This is an optimization exercise on Yosys and OpenROAD, whose aim is small area and a short achievable clock period, not a production implementation.
Function was checked by simulation only, so behaviour that the tests miss may differ from the original.
Power figures rest on the tool's default switching activity, not on a simulated workload.

==> flow/design.v (excerpt) <==
module yuv422_to_rgb
(
    input       wire        clk     ,
    input       wire        cke     ,
    input       wire        yuv_hs  ,
    input       wire        yuv_vs  ,
    input       wire        yuv_de  ,
    input       wire [9 :0] yuv_y   ,
    input       wire [9 :0] yuv_c   ,
    output      wire        rgb_hs  ,
    output      wire        rgb_vs  ,
    output      wire        rgb_de  ,
    output      wire [23:0] rgb_dat
);
Size in the first run: ~1000 cells after synthesis, ~210 flip-flops, about 52 I/O pins, ~13000 µm² of cells after synthesis.
clock: 4.5 ns
lec_check: 0
cap_margin: 20
core_margin: 2
core_utilization: 40
setup_slack_margin: 1.8
slew_margin: 20
standard.sh (not shown) runs the stock make flow with config.mk's settings and CLKGATE_MAP_FILE= SYNTH_SCRIPT=/design/flow/synth_recipe.tcl, a recipe that flattens the netlist after the stock synthesis.
==> flow/flow/run.sh <==
#!/bin/bash
# Standard ORFS layout (the standard.sh) with changes that do not touch the design:
#  - ports are buffered with buf_1 instead of the default delay-cell choice
#  - CTS: no dummy load cells, chosen clock buffers and sink cluster size
set -o pipefail
export BUFFER_PORTS_ARGS="-buffer_cell sky130_fd_sc_hd__buf_1"
export CTS_ARGS="-sink_clustering_enable -repair_clock_nets -dont_use_dummy_load -buf_list sky130_fd_sc_hd__clkbuf_8 -sink_clustering_size 16 -sink_clustering_max_diameter 100"
bash standard.sh > standard.log 2>&1
Next try:
Settings changed: ABC_AREA from default to 1, SETUP_SLACK_MARGIN 1.8 to 2.0.
=> Synthesized area rose by 3.7%. Via count rose by 16%. Clock skew fell by 0.0085 ns. Sequential share of layout area fell by 1.5 points. Critical path depth rose by 5. Final area rose by 3.3%. Worst hold slack gets worse by 0.054 ns.

========
## wip/yarrow
Another version of the RTL of yuv422_to_rgb (not shown whole).
For scale: roughly 1300 cells after synthesis, ~210 flip-flops.
clock: 4.5 ns
lec_check: 0
abc_area: 1
cap_margin: 20
core_margin: 2
core_utilization: 40
setup_slack_margin: 2.0
slew_margin: 20
Scripts as last shown in full above: flow/flow/run.sh
Setup changes, wip/yarrow to wip/tundra
- SETUP_SLACK_MARGIN: 2.0 -> 1.9
==> flow/flow/run.sh <==
#!/bin/bash
# Standard ORFS layout (the standard.sh) with changes that do not touch the design:
#  - ports are buffered with buf_1 instead of the default delay-cell choice
#  - CTS: no dummy load cells, chosen clock buffers and sink cluster size
set -o pipefail
export BUFFER_PORTS_ARGS="-buffer_cell sky130_fd_sc_hd__buf_1"
export CTS_ARGS="-sink_clustering_enable -repair_clock_nets -dont_use_dummy_load -buf_list sky130_fd_sc_hd__clkbuf_16 -sink_clustering_size 30 -sink_clustering_max_diameter 150"
bash standard.sh > standard.log 2>&1
==> comparison <==
Critical path depth delta for wip/tundra relative to wip/yarrow: 1 higher
[wip/tundra] number of nets in the layout fell 19 relative to wip/yarrow
Diff wip/yarrow -> wip/tundra: final worst-path cycle share grew by 0.81 points; global routing usage on met1 shows a reduction of 0.21 points; via count lower.
Against wip/yarrow, maximum frequency in wip/tundra came out worse.
Sort wip/tundra and wip/yarrow by wire length after detailed routing desc -> top: wip/yarrow
--- input diff wip/tundra..wip/onyx ---
==> flow/flow/run.sh <==
#!/bin/bash
# Standard ORFS layout (the standard.sh) with changes that do not touch the design:
#  - ports are buffered with buf_1 instead of the default delay-cell choice
#  - CTS: no dummy load cells, chosen clock buffers and sink cluster size
set -o pipefail
export BUFFER_PORTS_ARGS="-buffer_cell sky130_fd_sc_hd__buf_1"
export CTS_ARGS="-sink_clustering_enable -repair_clock_nets -dont_use_dummy_load -buf_list sky130_fd_sc_hd__clkbuf_8 -sink_clustering_size 16 -sink_clustering_max_diameter 100"
bash standard.sh > standard.log 2>&1
--- outcome ---
Going from wip/tundra to wip/onyx, final worst slack level; total count of max-transition violations in the final report closely matched the old numbers; total power consumption of the routed design went down by about 0.8%. wip/tundra closes out successfully: all stages finished, all timing, DRC and antenna checks passed. The final layout from wip/onyx, which completed every stage, passed the timing, design-rule and antenna checks at the end of the flow. Delta (wip/onyx minus wip/tundra): clock network latency to the later pin of the worst-skew pair now sits higher; design area neither gained nor lost much; number of max-cap violations did not really move; final standard cell count with taps included and fillers excluded went up by 0.63%.
Here is what was changed in the inputs of wip/quartz compared with wip/onyx.
- changing SETUP_SLACK_MARGIN from 1.9 to 1.8
[summary]
In the tables for wip/onyx and wip/quartz, post-route minimum period reads higher with wip/quartz. Diff wip/onyx -> wip/quartz | via count | decrease of 117. [compare] base=wip/onyx new=wip/quartz: wire length now sits lower, power in combinational cells now sits lower, instance count of the mapped netlist now sits at about the same level, total power density per cell area now sits lower.

========
Another version of the RTL of yuv422_to_rgb (not shown whole).
Size in the first run: roughly 1000 cells after synthesis, about 210 flip-flops, roughly 52 I/O pins, about 13000 sq um of cells after synthesis.
==> flow/design.v (excerpt) <==
module yuv422_to_rgb
(
    input       wire        clk     ,
    input       wire        cke     ,
    input       wire        yuv_hs  ,
    input       wire        yuv_vs  ,
    input       wire        yuv_de  ,
    input       wire [9 :0] yuv_y   ,
    input       wire [9 :0] yuv_c   ,
    output      wire        rgb_hs  ,
    output      wire        rgb_vs  ,
    output      wire        rgb_de  ,
    output      wire [23:0] rgb_dat
);
wire [7:0] y8 = yuv_y[9:2];
wire [7:0] c8 = yuv_c[9:2];
wire [7:0] y_cl = (y8[7:4] == 4'd0) ? 8'd16 : (y8 > 8'd235) ? 8'd235 : y8;
wire [7:0] c_cl = (c8[7:4] == 4'd0) ? 8'd16 : (c8[7:4] == 4'd15) ? 8'd239 : c8;
reg        cr;
reg  [7:0] s1_y, cbuf, s2_y, p_u, p_v;
reg  [6:0] t_l;  reg t_c;  reg [8:0] t_h;
reg  [9:0] p_l;  reg p_c;  reg [7:0] p_h;
reg  [5:0] m_l;  reg [1:0] m_c;  reg [6:0] m_h;
reg  [6:0] b_l;  reg b_c;  reg [8:0] b_h;
reg  [9:0] r_h, g_h, b4_h;
reg  [2:0] r_c;  reg [3:0] g_c;  reg [1:0] b4_c;
reg  [7:0] s5_r, s5_g, s5_b, s6_r, s6_g, s6_b;
reg  [2:0] sy1, sy2, sy3, sy4, sy5, sy6;
wire [15:0] tyh;
assign tyh[0] = 16'h0000 >> s2_y[7:4];
assign tyh[1] = 16'h0000 >> s2_y[7:4];
assign tyh[2] = 16'h0000 >> s2_y[7:4];
assign tyh[3] = 16'h0000 >> s2_y[7:4];
assign tyh[4] = 16'haaaa >> s2_y[7:4];
assign tyh[5] = 16'hcccc >> s2_y[7:4];
assign tyh[6] = 16'h5a5a >> s2_y[7:4];
assign tyh[7] = 16'h936c >> s2_y[7:4];
assign tyh[8] = 16'hb6da >> s2_y[7:4];
assign tyh[9] = 16'hdb6c >> s2_y[7:4];
assign tyh[10] = 16'h1c70 >> s2_y[7:4];
assign tyh[11] = 16'hb52a >> s2_y[7:4];
assign tyh[12] = 16'h264c >> s2_y[7:4];
assign tyh[13] = 16'h3870 >> s2_y[7:4];
assign tyh[14] = 16'h3f80 >> s2_y[7:4];
assign tyh[15] = 16'hc000 >> s2_y[7:4];
wire [11:0] tyl;
assign tyl[0] = 16'haaaa >> s2_y[3:0];
assign tyl[1] = 16'hcccc >> s2_y[3:0];
assign tyl[2] = 16'h5a5a >> s2_y[3:0];
assign tyl[3] = 16'h936c >> s2_y[3:0];
assign tyl[4] = 16'hb6da >> s2_y[3:0];
assign tyl[5] = 16'hdb6c >> s2_y[3:0];
assign tyl[6] = 16'h1c70 >> s2_y[3:0];
assign tyl[7] = 16'hb52a >> s2_y[3:0];
assign tyl[8] = 16'h264c >> s2_y[3:0];
assign tyl[9] = 16'h3870 >> s2_y[3:0];
assign tyl[10] = 16'h3f80 >> s2_y[3:0];
assign tyl[11] = 16'hc000 >> s2_y[3:0];
wire [17:0] tph;
assign tph[0] = 16'h0000 >> p_v[7:4];
assign tph[1] = 16'h0000 >> p_v[7:4];
assign tph[2] = 16'h0000 >> p_v[7:4];
  ...
export LEC_CHECK = 0
export CAP_MARGIN = 20
export CORE_MARGIN = 2
export CORE_UTILIZATION = 40
export SETUP_SLACK_MARGIN = 1.8
export SLEW_MARGIN = 20
create_clock -name core_clock -period 4.5 [get_ports {clk}]
==> flow/flow/run.sh <==
#!/bin/bash
# Standard ORFS layout (the standard.sh) with two changes:
#  - ports are buffered with buf_2 instead of the default delay-cell choice
#  - CTS inserts no dummy load cells
set -o pipefail
cp standard.sh standard_sh.txt
export BUFFER_PORTS_ARGS="-buffer_cell sky130_fd_sc_hd__buf_2"
export CTS_ARGS="-sink_clustering_enable -repair_clock_nets -dont_use_dummy_load"
bash standard.sh > standard.log 2>&1
Edit:
==> flow/flow/run.sh (replaced) <==
#!/bin/bash
# Standard ORFS layout (the standard.sh) with changes that do not touch the design:
#  - ports are buffered with buf_2 instead of the default delay-cell choice
#  - CTS: no dummy load cells, chosen clock buffers and sink cluster size
set -o pipefail
export BUFFER_PORTS_ARGS="-buffer_cell sky130_fd_sc_hd__buf_2"
export CTS_ARGS="-sink_clustering_enable -repair_clock_nets -dont_use_dummy_load -buf_list sky130_fd_sc_hd__clkbuf_16 -sink_clustering_size 25 -sink_clustering_max_diameter 150"
bash standard.sh > standard.log 2>&1
Settings changed: SETUP_SLACK_MARGIN 1.8 to 1.6.
The new run went through all stages and came out clean; worst setup slack loses 66 ps; global-route usage goes down by 0.17 points; sequential power hardly moves; power shrinks by 12%; clock power goes down by 35%.
Edit:
==> flow/flow/run.sh (replaced) <==
#!/bin/bash
# Standard ORFS layout (the standard.sh) with two changes:
#  - ports are buffered with buf_2 instead of the default delay-cell choice
#  - CTS inserts no dummy load cells
set -o pipefail
cp standard.sh standard_sh.txt
export BUFFER_PORTS_ARGS="-buffer_cell sky130_fd_sc_hd__buf_2"
export CTS_ARGS="-sink_clustering_enable -repair_clock_nets -dont_use_dummy_load"
bash standard.sh > standard.log 2>&1
After rerunning: Synthesized cell count is unchanged; power increases by 10%; core utilization rose by 0.97 points; design area increases by about 2%; flip-flop and latch count does not change.
Edit:
Settings changed: SETUP_SLACK_MARGIN 1.6 to 1.3.
The new run completed with no timing, DRC or antenna violations.
Count of clock-buffer cells in the layout stays the same.
Sequential cell count is unchanged.
Synthesized cell count is unchanged.
Register-to-register slack degrades by 200 ps.
Edit:
==> flow/run.sh (new file) <==
#!/bin/bash
# synth_recipe.tcl (not shown) runs the flow's synth.tcl, then flattens the netlist and writes it again
# the make line also repeats each setting of config.mk as NAME=value (left out here)
make -C /OpenROAD-flow-scripts/flow DESIGN_CONFIG=/design/flow/config.mk WORK_HOME=/design/flow/orfs CLKGATE_MAP_FILE= SYNTH_SCRIPT=/design/flow/synth_recipe.tcl finish
Settings changed: SETUP_SLACK_MARGIN 1.3 to 2.0.
removed: flow/flow/run.sh
removed: flow/standard.sh
Result:
- The new run finished clean
- final area went up by about 12%
- die area does not change
- critical path depth went down by 1
- maximum frequency went up by 10%
- clock power went up by 14%
- global-route usage went up by 1.3 points
- final cell count went up by 6.7%
Edit:
==> flow/flow/run.sh (new file) <==
#!/bin/bash
# Standard ORFS layout (the standard.sh) with changes that do not touch the design:
#  - ports are buffered with buf_2 instead of the default delay-cell choice
#  - CTS: no dummy load cells, chosen clock buffers and sink cluster size
set -o pipefail
export BUFFER_PORTS_ARGS="-buffer_cell sky130_fd_sc_hd__buf_2"
export CTS_ARGS="-sink_clustering_enable -repair_clock_nets -dont_use_dummy_load -buf_list sky130_fd_sc_hd__clkbuf_8 -sink_clustering_size 16 -sink_clustering_max_diameter 100"
bash standard.sh > standard.log 2>&1
==> flow/standard.sh (new file) <==
#!/bin/bash
# synth_recipe.tcl (not shown) runs the flow's synth.tcl, then flattens the netlist and writes it again
# the make line also repeats each setting of config.mk as NAME=value (left out here)
make -C /OpenROAD-flow-scripts/flow DESIGN_CONFIG=/design/flow/config.mk WORK_HOME=/design/flow/orfs CLKGATE_MAP_FILE= SYNTH_SCRIPT=/design/flow/synth_recipe.tcl "${@:-finish}"
Settings changed: SETUP_SLACK_MARGIN 2.0 to 1.6.
removed: flow/run.sh
Outcome: The new run passed the timing, design-rule and antenna checks; routed wire length fell by 7.7%; final area decreases by 11%; via count fell by 4.9%.

separate check: timing with driven ports:
The results above use ideal ports. As a check the final layouts listed here were re-extracted and re-timed, cells and wires unchanged.
Step 1 (the two cells are an assumption about what drives the block):
set clk [get_ports {clk}]
set_driving_cell -lib_cell sky130_fd_sc_hd__clkbuf_16 $clk
set_driving_cell -lib_cell sky130_fd_sc_hd__buf_2 [delete_from_list [all_inputs] $clk]
Step 2 moves the port delays by t, midway between the first and last clock arrival at a register: inputs arrive t later, outputs are due t later. That takes back most of the time a late clock gives input paths.
a / b / c = ideal ports / drivers / drivers and shift; a / b = the first two.
| run | shift t [ns] | setup WS [ns] | hold slack, ns | cell pins on the clock port's net |
|---|---|---|---|---|
| the first run of note 1 | 0.532 | 1.685 / 1.685 / 1.685 | 0.423 / 0.423 / 0.423 | 1 |
| the second run of note 1 | 0.541 | 2.063 / 2.063 / 2.063 | 0.369 / 0.369 / 0.369 | 1 |
| wip/yarrow | 0.554 | 2.034 / 2.034 / 2.034 | 0.394 / 0.394 / 0.394 | 1 |
| wip/tundra | 0.522 | 1.997 / 1.997 / 1.997 | 0.422 / 0.422 / 0.422 | 1 |
| wip/onyx | 0.553 | 1.997 / 1.997 / 1.997 | 0.397 / 0.397 / 0.397 | 1 |
| wip/quartz | 0.554 | 1.911 / 1.911 / 1.911 | 0.397 / 0.397 / 0.397 | 1 |
| the first run of note 3 | 0.552 | 1.700 / 1.700 / 1.700 | 0.410 / 0.410 / 0.410 | 1 |
| the second run of note 3 | 0.510 | 1.634 / 1.634 / 1.634 | 0.391 / 0.391 / 0.391 | 1 |
| the third run of note 3 | 0.552 | 1.641 / 1.641 / 1.641 | 0.414 / 0.414 / 0.414 | 1 |
| the fourth run of note 3 | 0.552 | 1.440 / 1.440 / 1.440 | 0.414 / 0.414 / 0.414 | 1 |
| the fifth run of note 3 | 0.565 | 1.718 / 1.718 / 1.718 | 0.418 / 0.418 / 0.418 | 1 |
| the sixth run of note 3 | 0.547 | 1.650 / 1.650 / 1.650 | 0.418 / 0.418 / 0.418 | 1 |
After both steps setup and hold are still met in every run listed.
